What follows belongs to an exercise in optimizing a design on an open flow for small area; a production flow would make more cautious choices.
The RTL was checked by simulation tests, not by an equivalence proof against the original design.
No activity file was given, so power comes from the tool's default toggle rates.

== build 80 ==
// hft_accelerator
module hft_accelerator #(
    parameter CLK_FREQ = 5_000_000,
    parameter BAUD_RATE = 115200
)(
    input  logic clk,
    input  logic rst,
    input  logic uart_rx,
    output logic uart_tx
);
    localparam int CPB = CLK_FREQ / BAUD_RATE;    
    localparam logic [31:0] K_BUY  = 32'd12288000;
    localparam logic [31:0] K_SELL = 32'd28676096;
    logic [31:0] pr [14];           
    logic [13:0] tl;                
    logic [31:0] acc;               
    logic [15:0] qr;                
    logic [4:0]  ph;                
    logic        run;               
    logic        rxact, txact;      
    logic [5:0]  timer;             
    logic [3:0]  bitc;              
    logic [1:0]  bcnt;              
    logic [3:0]  npr;               
    logic        rxs;               
    logic        tx, nb;            
    logic        c0, c1, pos, sub, alnz, adel, holding;
    wire ph0   = (ph == 5'd0);
    wire ph31  = (ph == 5'd31);
    wire ph_lo28 = ~&ph[4:2];                                
    wire t_end = (timer == 6'(CPB - 1));
    wire [5:0] pc = timer;
    wire g_rng  = run & (pc >= 6'd3) & (pc <= 6'd28);
    wire g_cmp  = g_rng &  pc[0];                            
    wire g_add  = g_rng & ~pc[0];                            
    wire l_pass = run & (pc == 6'd29);                       
    wire d_pass = run & (pc == 6'd30);                       
    wire div_p  = run & (pc >= 6'd31) & (pc <= 6'd46);       
    wire qwr_p  = run & (pc[5:4] == 2'b10);                  
    wire mul_p  = run & (pc >= 6'd47) & (pc <= 6'd56);       
    wire mfirst = (pc == 6'd47);
    wire mlast  = run & (pc == 6'd56);
    logic bconst;
    always_comb begin
        case (pc[3:0])
            4'd15, 4'd2, 4'd3, 4'd4, 4'd8: bconst = 1'b1;
            default:                       bconst = 1'b0;
        endcase
    end
    wire rx_shift = rxact & (bcnt == 2'd0) & (bitc == 4'd15) & ~timer[5];
    wire shift    = rx_shift | g_add | l_pass;
  ...
For scale: roughly 780 cells after synthesis, roughly 530 flip-flops, about 4 I/O pins.
export LEC_CHECK = 0
export CAP_MARGIN = 20
export CORE_MARGIN = 2
export CORE_UTILIZATION = 78
export SLEW_MARGIN = 20
create_clock -name core_clock -period 200.0 [get_ports {clk}]
standard.sh (not shown) runs the stock make flow with config.mk's settings and CLKGATE_MAP_FILE= SYNTH_SCRIPT=/design/flow/synth_recipe.tcl, a recipe that flattens the netlist after the stock synthesis.
==> flow/flow/run.sh <==
#!/bin/bash
# The standard layout (standard.sh) with two changes:
#  * synthesis maps combinational logic with an area-oriented ABC script and
#    without half/full-adder cell extraction (registers are unchanged);
#  * the clock tree is built from clkbuf_8 leaf buffers in small clusters,
#    without dummy loads.
set -euo pipefail
W=$(pwd)
export FLOW_SYNTH_TCL=$W/synth_recipe.tcl
export AREA_ABC_SCRIPT=$W/flow/abc_area.script
export CTS_ARGS="-sink_clustering_enable -repair_clock_nets -dont_use_dummy_load -buf_list sky130_fd_sc_hd__clkbuf_8 -root_buf sky130_fd_sc_hd__clkbuf_16 -sink_clustering_size 18 -sink_clustering_max_diameter 40"
sed -e "s|SYNTH_SCRIPT=[^ ]*|SYNTH_SCRIPT=$W/flow/area_synth.tcl ADDER_MAP_FILE=|" standard.sh > area_standard.sh
grep -q "SYNTH_SCRIPT=$W/flow/area_synth.tcl" area_standard.sh
bash area_standard.sh > flow_make.log 2>&1
==> flow/flow/abc_area.script <==
strash
&get -n
&fraig -x
&put
dc2
strash
&get -n
&dch -f
&nf -R 1000
&put
==> flow/flow/area_synth.tcl <==
# The standard synthesis (synth_recipe.tcl), except that ABC maps the
# combinational logic with an area-oriented script (flow/abc_area.script) and
# without the speed script's timing constraints. Registers are not affected:
# the flip-flop mapping and naming happen before ABC runs.
proc abc {args} {
  set out {}
  set skip 0
  foreach a $args {
    if {$skip} { set skip 0; continue }
    if {$a eq "-script" || $a eq "-constr" || $a eq "-D"} { set skip 1; continue }
    lappend out $a
  }
  if {[lsearch $out "-dff"] >= 0} { yosys abc {*}$args; return }
  yosys abc -script $::env(AREA_ABC_SCRIPT) {*}$out
}
source $::env(FLOW_SYNTH_TCL)
## Diff of input files: build 54 against build 80
Settings: a change of CORE_UTILIZATION from 78 to 72.
diff --git a/flow/flow/run.sh b/flow/flow/run.sh
--- a/flow/flow/run.sh
+++ b/flow/flow/run.sh
@@ -9,5 +9,5 @@
 export FLOW_SYNTH_TCL=$W/synth_recipe.tcl
 export AREA_ABC_SCRIPT=$W/flow/abc_area.script
-export CTS_ARGS="-sink_clustering_enable -repair_clock_nets -dont_use_dummy_load -buf_list sky130_fd_sc_hd__clkbuf_8 -root_buf sky130_fd_sc_hd__clkbuf_16 -sink_clustering_size 18 -sink_clustering_max_diameter 40"
+export CTS_ARGS="-sink_clustering_enable -repair_clock_nets -dont_use_dummy_load -buf_list sky130_fd_sc_hd__clkbuf_2 -root_buf sky130_fd_sc_hd__clkbuf_8 -sink_clustering_size 6 -sink_clustering_max_diameter 25"
 sed -e "s|SYNTH_SCRIPT=[^ ]*|SYNTH_SCRIPT=$W/flow/area_synth.tcl ADDER_MAP_FILE=|" standard.sh > area_standard.sh
 grep -q "SYNTH_SCRIPT=$W/flow/area_synth.tcl" area_standard.sh
==> flow/flow/abc_area.script <==
strash
&get -n
&fraig -x
&deepsyn -T 60
&put
strash
&get -n
&dch -f
&nf -R 1000
&put
strash
&get -n
&dch -f
&nf -R 1000
&put
Findings:
Build 54 against build 80: power consumption down about 1.2%; die area up 1300 um2; portion of total power attributed to combinational logic down 0.2 points; via-per-instance ratio down 11%; final cell count up 63.
Modified inputs, build 96 compared to build 54
Settings: an added CTS_BUF_LIST of sky130_fd_sc_hd__clkbuf_4; an added CTS_CLUSTER_DIAMETER of 40; a change of CORE_UTILIZATION from 72 to 85; an added CTS_CLUSTER_SIZE of 10.
==> flow/run.sh (new file) <==
#!/bin/bash
# synth_recipe.tcl (not shown) runs the flow's synth.tcl, then flattens the netlist and writes it again
# the make line also repeats each setting of config.mk as NAME=value (left out here)
make -C /OpenROAD-flow-scripts/flow DESIGN_CONFIG=/design/flow/config.mk WORK_HOME=/design/flow/orfs CLKGATE_MAP_FILE= SYNTH_SCRIPT=/design/flow/synth_recipe.tcl finish
removed: flow/flow/run.sh
removed: flow/flow/abc_area.script
removed: flow/flow/area_synth.tcl
removed: flow/standard.sh
Build 96 did not finish; the tool stopped in 3_5_place_dp with error DPL-0033.
HPWL reported at the end of detailed placement: build 96 higher than build 54
Number of distinct standard cells referenced by the synthesized netlist delta for build 96 relative to build 54: about 30% higher
[compare] base=build 54 new=build 96: sequential area share after synthesis fell 4.3 points, fraction of the mapped netlist area in adder cells rose 2.4 points, horizontal die dimension fell about 5.5%, post-synthesis instance area rose 620 um2, port buffer count about even.
Cmp build 96 and build 54 / final weighted congestion of routability-driven global placement / lower: build 54
For build 43, these inputs were changed with respect to build 96:
Settings: CTS_CLUSTER_DIAMETER: 40 -> unset; CTS_BUF_LIST: sky130_fd_sc_hd__clkbuf_4 -> unset; CORE_UTILIZATION: 85 -> 72; CTS_CLUSTER_SIZE: 10 -> unset.
==> flow/flow/run.sh (new file) <==
#!/bin/bash
# The standard layout (standard.sh) with two changes:
#  * synthesis maps combinational logic with an area-oriented ABC script and
#    without half/full-adder cell extraction (registers are unchanged);
#  * the clock tree is built from clkbuf_8 leaf buffers in small clusters,
#    without dummy loads.
set -euo pipefail
W=$(pwd)
export FLOW_SYNTH_TCL=$W/synth_recipe.tcl
export AREA_ABC_SCRIPT=$W/flow/abc_area.script
export CTS_ARGS="-sink_clustering_enable -repair_clock_nets -dont_use_dummy_load -buf_list sky130_fd_sc_hd__clkbuf_4 -root_buf sky130_fd_sc_hd__clkbuf_8 -sink_clustering_size 11 -sink_clustering_max_diameter 35"
sed -e "s|SYNTH_SCRIPT=[^ ]*|SYNTH_SCRIPT=$W/flow/area_synth.tcl ADDER_MAP_FILE=|" standard.sh > area_standard.sh
grep -q "SYNTH_SCRIPT=$W/flow/area_synth.tcl" area_standard.sh
bash area_standard.sh > flow_make.log 2>&1
==> flow/flow/abc_area.script (new file) <==
strash
&get -n
&fraig -x
&put
dc2
strash
&get -n
&dch -f
&nf -R 1000
&put
==> flow/flow/area_synth.tcl (new file) <==
# The standard synthesis (synth_recipe.tcl), except that ABC maps the
# combinational logic with an area-oriented script (flow/abc_area.script) and
# without the speed script's timing constraints. Registers are not affected:
# the flip-flop mapping and naming happen before ABC runs.
proc abc {args} {
  set out {}
  set skip 0
  foreach a $args {
    if {$skip} { set skip 0; continue }
    if {$a eq "-script" || $a eq "-constr" || $a eq "-D"} { set skip 1; continue }
    lappend out $a
  }
  if {[lsearch $out "-dff"] >= 0} { yosys abc {*}$args; return }
  yosys abc -script $::env(AREA_ABC_SCRIPT) {*}$out
}
source $::env(FLOW_SYNTH_TCL)
==> flow/standard.sh (new file) <==
#!/bin/bash
# synth_recipe.tcl (not shown) runs the flow's synth.tcl, then flattens the netlist and writes it again
# the make line also repeats each setting of config.mk as NAME=value (left out here)
make -C /OpenROAD-flow-scripts/flow DESIGN_CONFIG=/design/flow/config.mk WORK_HOME=/design/flow/orfs CLKGATE_MAP_FILE= SYNTH_SCRIPT=/design/flow/synth_recipe.tcl "${@:-finish}"
removed: flow/run.sh
==> results.txt <==
- Build 43 finished end to end and its layout was clean on timing, DRC and antenna.
- Build 43 vs build 96 — total half-perimeter wirelength after legalization and detailed placement dropped by more than a quarter
- Diff build 43..build 96 | compound-gate portion of the synthesized area | negligible
- Build 43: arithmetic-cell share of the synthesized area counting full adders, half adders and majority gates lower than build 96
- Changes observed in build 43 relative to build 96: starting density of the core saw a decrease, die boundary width saw an increase.
- Compared with build 96, build 43 improves post-synthesis instance area.
- Looking at build 43 and build 96, the fraction of synthesized cell area in xor and xnor cells is a wash.
- Compared with build 96, build 43 shows mux share of post-synthesis cell area lower by 0.41 points.
- The final reports for build 43 and build 96 show weighted congestion at the end of routability-driven global placement lower in the former.
- Going from build 96 to build 43, the row count was found to have gone up by 3.
Modified inputs, build 91 compared to build 43
Settings: putting CTS_BUF_LIST at sky130_fd_sc_hd__clkbuf_4 sky130_fd_sc_hd__clkbuf_8 where nothing was set; putting CTS_CLUSTER_DIAMETER at 40 where nothing was set; putting CTS_CLUSTER_SIZE at 20 where nothing was set.
==> flow/run.sh (new file) <==
#!/bin/bash
# synth_recipe.tcl (not shown) runs the flow's synth.tcl, then flattens the netlist and writes it again
# the make line also repeats each setting of config.mk as NAME=value (left out here)
make -C /OpenROAD-flow-scripts/flow DESIGN_CONFIG=/design/flow/config.mk WORK_HOME=/design/flow/orfs CLKGATE_MAP_FILE= SYNTH_SCRIPT=/design/flow/synth_recipe.tcl finish
removed: flow/flow/run.sh
removed: flow/flow/abc_area.script
removed: flow/flow/area_synth.tcl
removed: flow/standard.sh
## What came out
In build 91, the sequential share of the synthesized area came out 3.9 points below the value in build 43. Utilization, build 91 and build 43: smaller value in build 43. In the floorplan summary, build 91 is listed with a die area greater than that of build 43. Portion of total power attributed to combinational logic was lower in the run labelled build 43. Average via count per standard cell: build 91 vs build 43 — no meaningful difference. Build 91 has post-layout total power above what build 43 had. Build 91 vs build 43: final cell count up.
Inputs modified between build 91 and build 89:
Settings: swapping 20 for 18 in CTS_CLUSTER_SIZE; swapping sky130_fd_sc_hd__clkbuf_4 sky130_fd_sc_hd__clkbuf_8 for sky130_fd_sc_hd__clkbuf_8 in CTS_BUF_LIST; swapping 40 for 50 in CTS_CLUSTER_DIAMETER.
--- outcome ---
- Build 89 vs. build 91: layout overhead on the synthesized area went down by 1.3 points.
- Compared with build 91, in build 89 setup slack of the critical path after layout now smaller; clock period minus final worst setup slack grew by 38 ps; sequential share of layout area grew by 0.95 points; wire length -1.6%.

== before ==
Starting RTL as in the previous note.
Settings: LEC_CHECK=0, CAP_MARGIN=20, CORE_MARGIN=2, CORE_UTILIZATION=72, SLEW_MARGIN=20; clock period 200.0 ns.
==> flow/flow/run.sh <==
#!/bin/bash
# The standard layout (standard.sh) with two changes:
#  * synthesis maps combinational logic with an area-oriented ABC script and
#    without half/full-adder cell extraction (registers are unchanged);
#  * the clock tree is built from clkbuf_8 leaf buffers in small clusters,
#    without dummy loads.
set -euo pipefail
W=$(pwd)
export FLOW_SYNTH_TCL=$W/synth_recipe.tcl
export AREA_ABC_SCRIPT=$W/flow/abc_area.script
export CTS_ARGS="-sink_clustering_enable -repair_clock_nets -dont_use_dummy_load -buf_list sky130_fd_sc_hd__clkbuf_8 -root_buf sky130_fd_sc_hd__clkbuf_16 -sink_clustering_size 16 -sink_clustering_max_diameter 45"
sed -e "s|SYNTH_SCRIPT=[^ ]*|SYNTH_SCRIPT=$W/flow/area_synth.tcl ADDER_MAP_FILE=|" standard.sh > area_standard.sh
grep -q "SYNTH_SCRIPT=$W/flow/area_synth.tcl" area_standard.sh
bash area_standard.sh > flow_make.log 2>&1
==> flow/flow/abc_area.script <==
strash
&get -n
&fraig -x
&put
dc2
strash
&get -n
&dch -f
&nf -R 1000
&put
==> flow/flow/area_synth.tcl <==
# The standard synthesis (synth_recipe.tcl), except that ABC maps the
# combinational logic with an area-oriented script (flow/abc_area.script) and
# without the speed script's timing constraints. Registers are not affected:
# the flip-flop mapping and naming happen before ABC runs.
proc abc {args} {
  set out {}
  set skip 0
  foreach a $args {
    if {$skip} { set skip 0; continue }
    if {$a eq "-script" || $a eq "-constr" || $a eq "-D"} { set skip 1; continue }
    lappend out $a
  }
  if {[lsearch $out "-dff"] >= 0} { yosys abc {*}$args; return }
  yosys abc -script $::env(AREA_ABC_SCRIPT) {*}$out
}
source $::env(FLOW_SYNTH_TCL)
before went all the way through the flow, and no timing, DRC or antenna check failed.
[inputs] after vs before
- CTS_CLUSTER_DIAMETER: unset -> 60
- CTS_BUF_LIST: unset -> sky130_fd_sc_hd__clkbuf_8
- CORE_UTILIZATION: 72 -> 85
- CTS_CLUSTER_SIZE: unset -> 20
==> flow/run.sh (new file) <==
#!/bin/bash
# synth_recipe.tcl (not shown) runs the flow's synth.tcl, then flattens the netlist and writes it again
# the make line also repeats each setting of config.mk as NAME=value (left out here)
make -C /OpenROAD-flow-scripts/flow DESIGN_CONFIG=/design/flow/config.mk WORK_HOME=/design/flow/orfs CLKGATE_MAP_FILE= SYNTH_SCRIPT=/design/flow/synth_recipe.tcl finish
removed: flow/flow/run.sh
removed: flow/flow/abc_area.script
removed: flow/flow/area_synth.tcl
removed: flow/standard.sh
--- outcome ---
- before: all stages complete, timing, DRC and antenna checks passed
- Flow for after halted at detailed placement (3_5_place_dp), error code DPL-0033.
- Looking at overall die height, after sits 7.7 microns lower than before does.
- Synthesized area: after > before
- As of after, count of cell types in the netlist had risen by more than a quarter compared to before.
- Per the comparison of after with before, mux share of post-synthesis cell area rose 0.41 points; floorplan row count fell 6.4%; placer's final routability congestion estimate rose about 0.6%; sequential cell area fraction in the yosys report fell 3.9 points.

Starting RTL as in the previous note.
clock: 200.0 ns
lec_check: 0
cap_margin: 20
core_margin: 2
core_utilization: 72
cts_buf_list: sky130_fd_sc_hd__clkbuf_4
cts_cluster_diameter: 40
cts_cluster_size: 10
slew_margin: 20
run.sh (not shown) runs the stock make flow with config.mk's settings and CLKGATE_MAP_FILE= SYNTH_SCRIPT=/design/flow/synth_recipe.tcl, a recipe that flattens the netlist after the stock synthesis.
Stock flow here: none of the scripts above is used.
Rerun with:
==> flow/flow/run.sh (new file) <==
#!/bin/bash
# The standard layout (standard.sh) with two changes:
#  * synthesis maps combinational logic with an area-oriented ABC script and
#    without half/full-adder cell extraction (registers are unchanged);
#  * the clock tree is built from clkbuf_8 leaf buffers in small clusters,
#    without dummy loads.
set -euo pipefail
W=$(pwd)
export FLOW_SYNTH_TCL=$W/synth_recipe.tcl
export AREA_ABC_SCRIPT=$W/flow/abc_area.script
export CTS_ARGS="-sink_clustering_enable -repair_clock_nets -dont_use_dummy_load -buf_list sky130_fd_sc_hd__clkbuf_4 -root_buf sky130_fd_sc_hd__clkbuf_8 -sink_clustering_size 11 -sink_clustering_max_diameter 35"
sed -e "s|SYNTH_SCRIPT=[^ ]*|SYNTH_SCRIPT=$W/flow/area_synth.tcl ADDER_MAP_FILE=|" standard.sh > area_standard.sh
grep -q "SYNTH_SCRIPT=$W/flow/area_synth.tcl" area_standard.sh
bash area_standard.sh > flow_make.log 2>&1
==> flow/flow/abc_area.script (new file) <==
strash
&get -n
&fraig -x
&deepsyn -T 60
&put
strash
&get -n
&dch -f
&nf -R 1000
&put
strash
&get -n
&dch -f
&nf -R 1000
&put
==> flow/flow/area_synth.tcl (new file) <==
# The standard synthesis (synth_recipe.tcl), except that ABC maps the
# combinational logic with an area-oriented script (flow/abc_area.script) and
# without the speed script's timing constraints. Registers are not affected:
# the flip-flop mapping and naming happen before ABC runs.
proc abc {args} {
  set out {}
  set skip 0
  foreach a $args {
    if {$skip} { set skip 0; continue }
    if {$a eq "-script" || $a eq "-constr" || $a eq "-D"} { set skip 1; continue }
    lappend out $a
  }
  if {[lsearch $out "-dff"] >= 0} { yosys abc {*}$args; return }
  yosys abc -script $::env(AREA_ABC_SCRIPT) {*}$out
}
source $::env(FLOW_SYNTH_TCL)
==> flow/standard.sh (new file) <==
#!/bin/bash
# synth_recipe.tcl (not shown) runs the flow's synth.tcl, then flattens the netlist and writes it again
# the make line also repeats each setting of config.mk as NAME=value (left out here)
make -C /OpenROAD-flow-scripts/flow DESIGN_CONFIG=/design/flow/config.mk WORK_HOME=/design/flow/orfs CLKGATE_MAP_FILE= SYNTH_SCRIPT=/design/flow/synth_recipe.tcl "${@:-finish}"
--- a/flow/config.mk
+++ b/flow/config.mk
@@ -9,6 +9,3 @@
 export CORE_MARGIN = 2
-export CORE_UTILIZATION = 72
-export CTS_BUF_LIST = sky130_fd_sc_hd__clkbuf_4
-export CTS_CLUSTER_DIAMETER = 40
-export CTS_CLUSTER_SIZE = 10
+export CORE_UTILIZATION = 78
 export SLEW_MARGIN = 20
removed: flow/run.sh
Result: With this change the flow aborted during detailed placement; area after synthesis falls by a few percent; synthesized cell count shrinks by a little under a tenth.
Rerun with:
--- a/flow/config.mk
+++ b/flow/config.mk
@@ -9,3 +9,3 @@
 export CORE_MARGIN = 2
-export CORE_UTILIZATION = 78
+export CORE_UTILIZATION = 72
 export SLEW_MARGIN = 20
What happened: This time the run completed with no timing, DRC or antenna violations; area after synthesis is unchanged; synthesized cell count stays the same.
Rerun with:
==> flow/flow/run.sh (replaced) <==
#!/bin/bash
set -euo pipefail
export CTS_ARGS="-sink_clustering_enable -repair_clock_nets -dont_use_dummy_load -buf_list sky130_fd_sc_hd__clkbuf_8 -root_buf sky130_fd_sc_hd__clkbuf_16 -sink_clustering_size 16 -sink_clustering_max_diameter 45"
bash standard.sh > standard_flow.log 2>&1
removed: flow/flow/abc_area.script
removed: flow/flow/area_synth.tcl
After rerunning: The changed run completed without violations. Global-route usage climbs by 1.2 points. Critical path depth does not change. Clock power came out higher by 18%. Maximum frequency hardly moves. Combinational power rose by 46%. Total power is higher by 5.1%. First-iteration DRC count climbs by 0.32%. Sequential cell count does not change. Area after synthesis came out higher by 5.1%. Sequential power is about the same. Wire length went up by 12%.
Rerun with:
==> flow/flow/run.sh (replaced) <==
#!/bin/bash
# The standard layout (standard.sh) with two changes:
#  * synthesis maps combinational logic with an area-oriented ABC script and
#    without half/full-adder cell extraction (registers are unchanged);
#  * the clock tree is built from clkbuf_8 leaf buffers in small clusters,
#    without dummy loads.
set -euo pipefail
W=$(pwd)
export FLOW_SYNTH_TCL=$W/synth_recipe.tcl
export AREA_ABC_SCRIPT=$W/flow/abc_area.script
export CTS_ARGS="-sink_clustering_enable -repair_clock_nets -dont_use_dummy_load -buf_list sky130_fd_sc_hd__clkbuf_4 -root_buf sky130_fd_sc_hd__clkbuf_16 -sink_clustering_size 11 -sink_clustering_max_diameter 35"
sed -e "s|SYNTH_SCRIPT=[^ ]*|SYNTH_SCRIPT=$W/flow/area_synth.tcl ADDER_MAP_FILE=|" standard.sh > area_standard.sh
grep -q "SYNTH_SCRIPT=$W/flow/area_synth.tcl" area_standard.sh
bash area_standard.sh > flow_make.log 2>&1
==> flow/flow/abc_area.script (new file) <==
strash
&get -n
&fraig -x
&put
dc2
strash
&get -n
&dch -f
&nf -R 1000
&put
==> flow/flow/area_synth.tcl (new file) <==
# The standard synthesis (synth_recipe.tcl), except that ABC maps the
# combinational logic with an area-oriented script (flow/abc_area.script) and
# without the speed script's timing constraints. Registers are not affected:
# the flip-flop mapping and naming happen before ABC runs.
proc abc {args} {
  set out {}
  set skip 0
  foreach a $args {
    if {$skip} { set skip 0; continue }
    if {$a eq "-script" || $a eq "-constr" || $a eq "-D"} { set skip 1; continue }
    lappend out $a
  }
  if {[lsearch $out "-dff"] >= 0} { yosys abc {*}$args; return }
  yosys abc -script $::env(AREA_ABC_SCRIPT) {*}$out
}
source $::env(FLOW_SYNTH_TCL)
What happened:
- worst hold slack is worse by 0.020 ns
- sequential power stays flat
- flip-flop and latch count does not change
- synthesized area shrinks by about 4.4%
- worst setup slack stays flat
- global-route usage rises by 0.21 points
- clock skew came out higher by 0.017 ns

==> afterwards: timing with drivers on the ports <==
How much do the figures lean on ideal ports? The routed layouts below were timed once more, with nothing changed but the port constraints. Step 1: set_driving_cell puts a clkbuf_16 on clk and a buf_2 on each other input, an assumption about the parent block. Step 2 times the ports against the registers' clock, not the clock port: input delays grow and output delays shrink by t, the midpoint of the rising clock arrivals with the driver on. Three values: ideal, step 1, step 2; two values: the first two.
run | t (ns) | setup WS [ns] | latest minus earliest clock arrival (ns) | worst slew at a driven data input, ns
build 80 | 0.537 | 158.641 / 158.598 / 158.242 | 0.038 / 0.038 | 0.04
build 54 | 0.581 | 158.570 / 158.529 / 158.123 | 0.081 / 0.080 | 0.03
build 43 | 0.571 | 158.613 / 158.575 / 158.208 | 0.078 / 0.079 | 0.03
build 91 | 0.579 | 158.592 / 158.557 / 158.348 | 0.041 / 0.040 | 0.03
build 89 | 0.585 | 158.554 / 158.515 / 158.386 | 0.037 / 0.037 | 0.03
before | 0.534 | 158.671 / 158.627 / 158.188 | 0.090 / 0.090 | 0.04
the first run of note 3 | 0.742 | 158.411 / 158.371 / 158.389 | 0.054 / 0.054 | 0.03
the third run of note 3 | 0.589 | 158.554 / 158.514 / 158.140 | 0.047 / 0.047 | 0.03
the fourth run of note 3 | 0.520 | 158.669 / 158.624 / 158.359 | 0.057 / 0.056 | 0.03
the fifth run of note 3 | 0.529 | 158.672 / 158.627 / 158.201 | 0.082 / 0.083 | 0.03
After both steps every run listed still meets setup and hold. For before, which loses most, drivers alone change the setup slack by -0.044 ns; drivers and shift together by -0.483 ns.
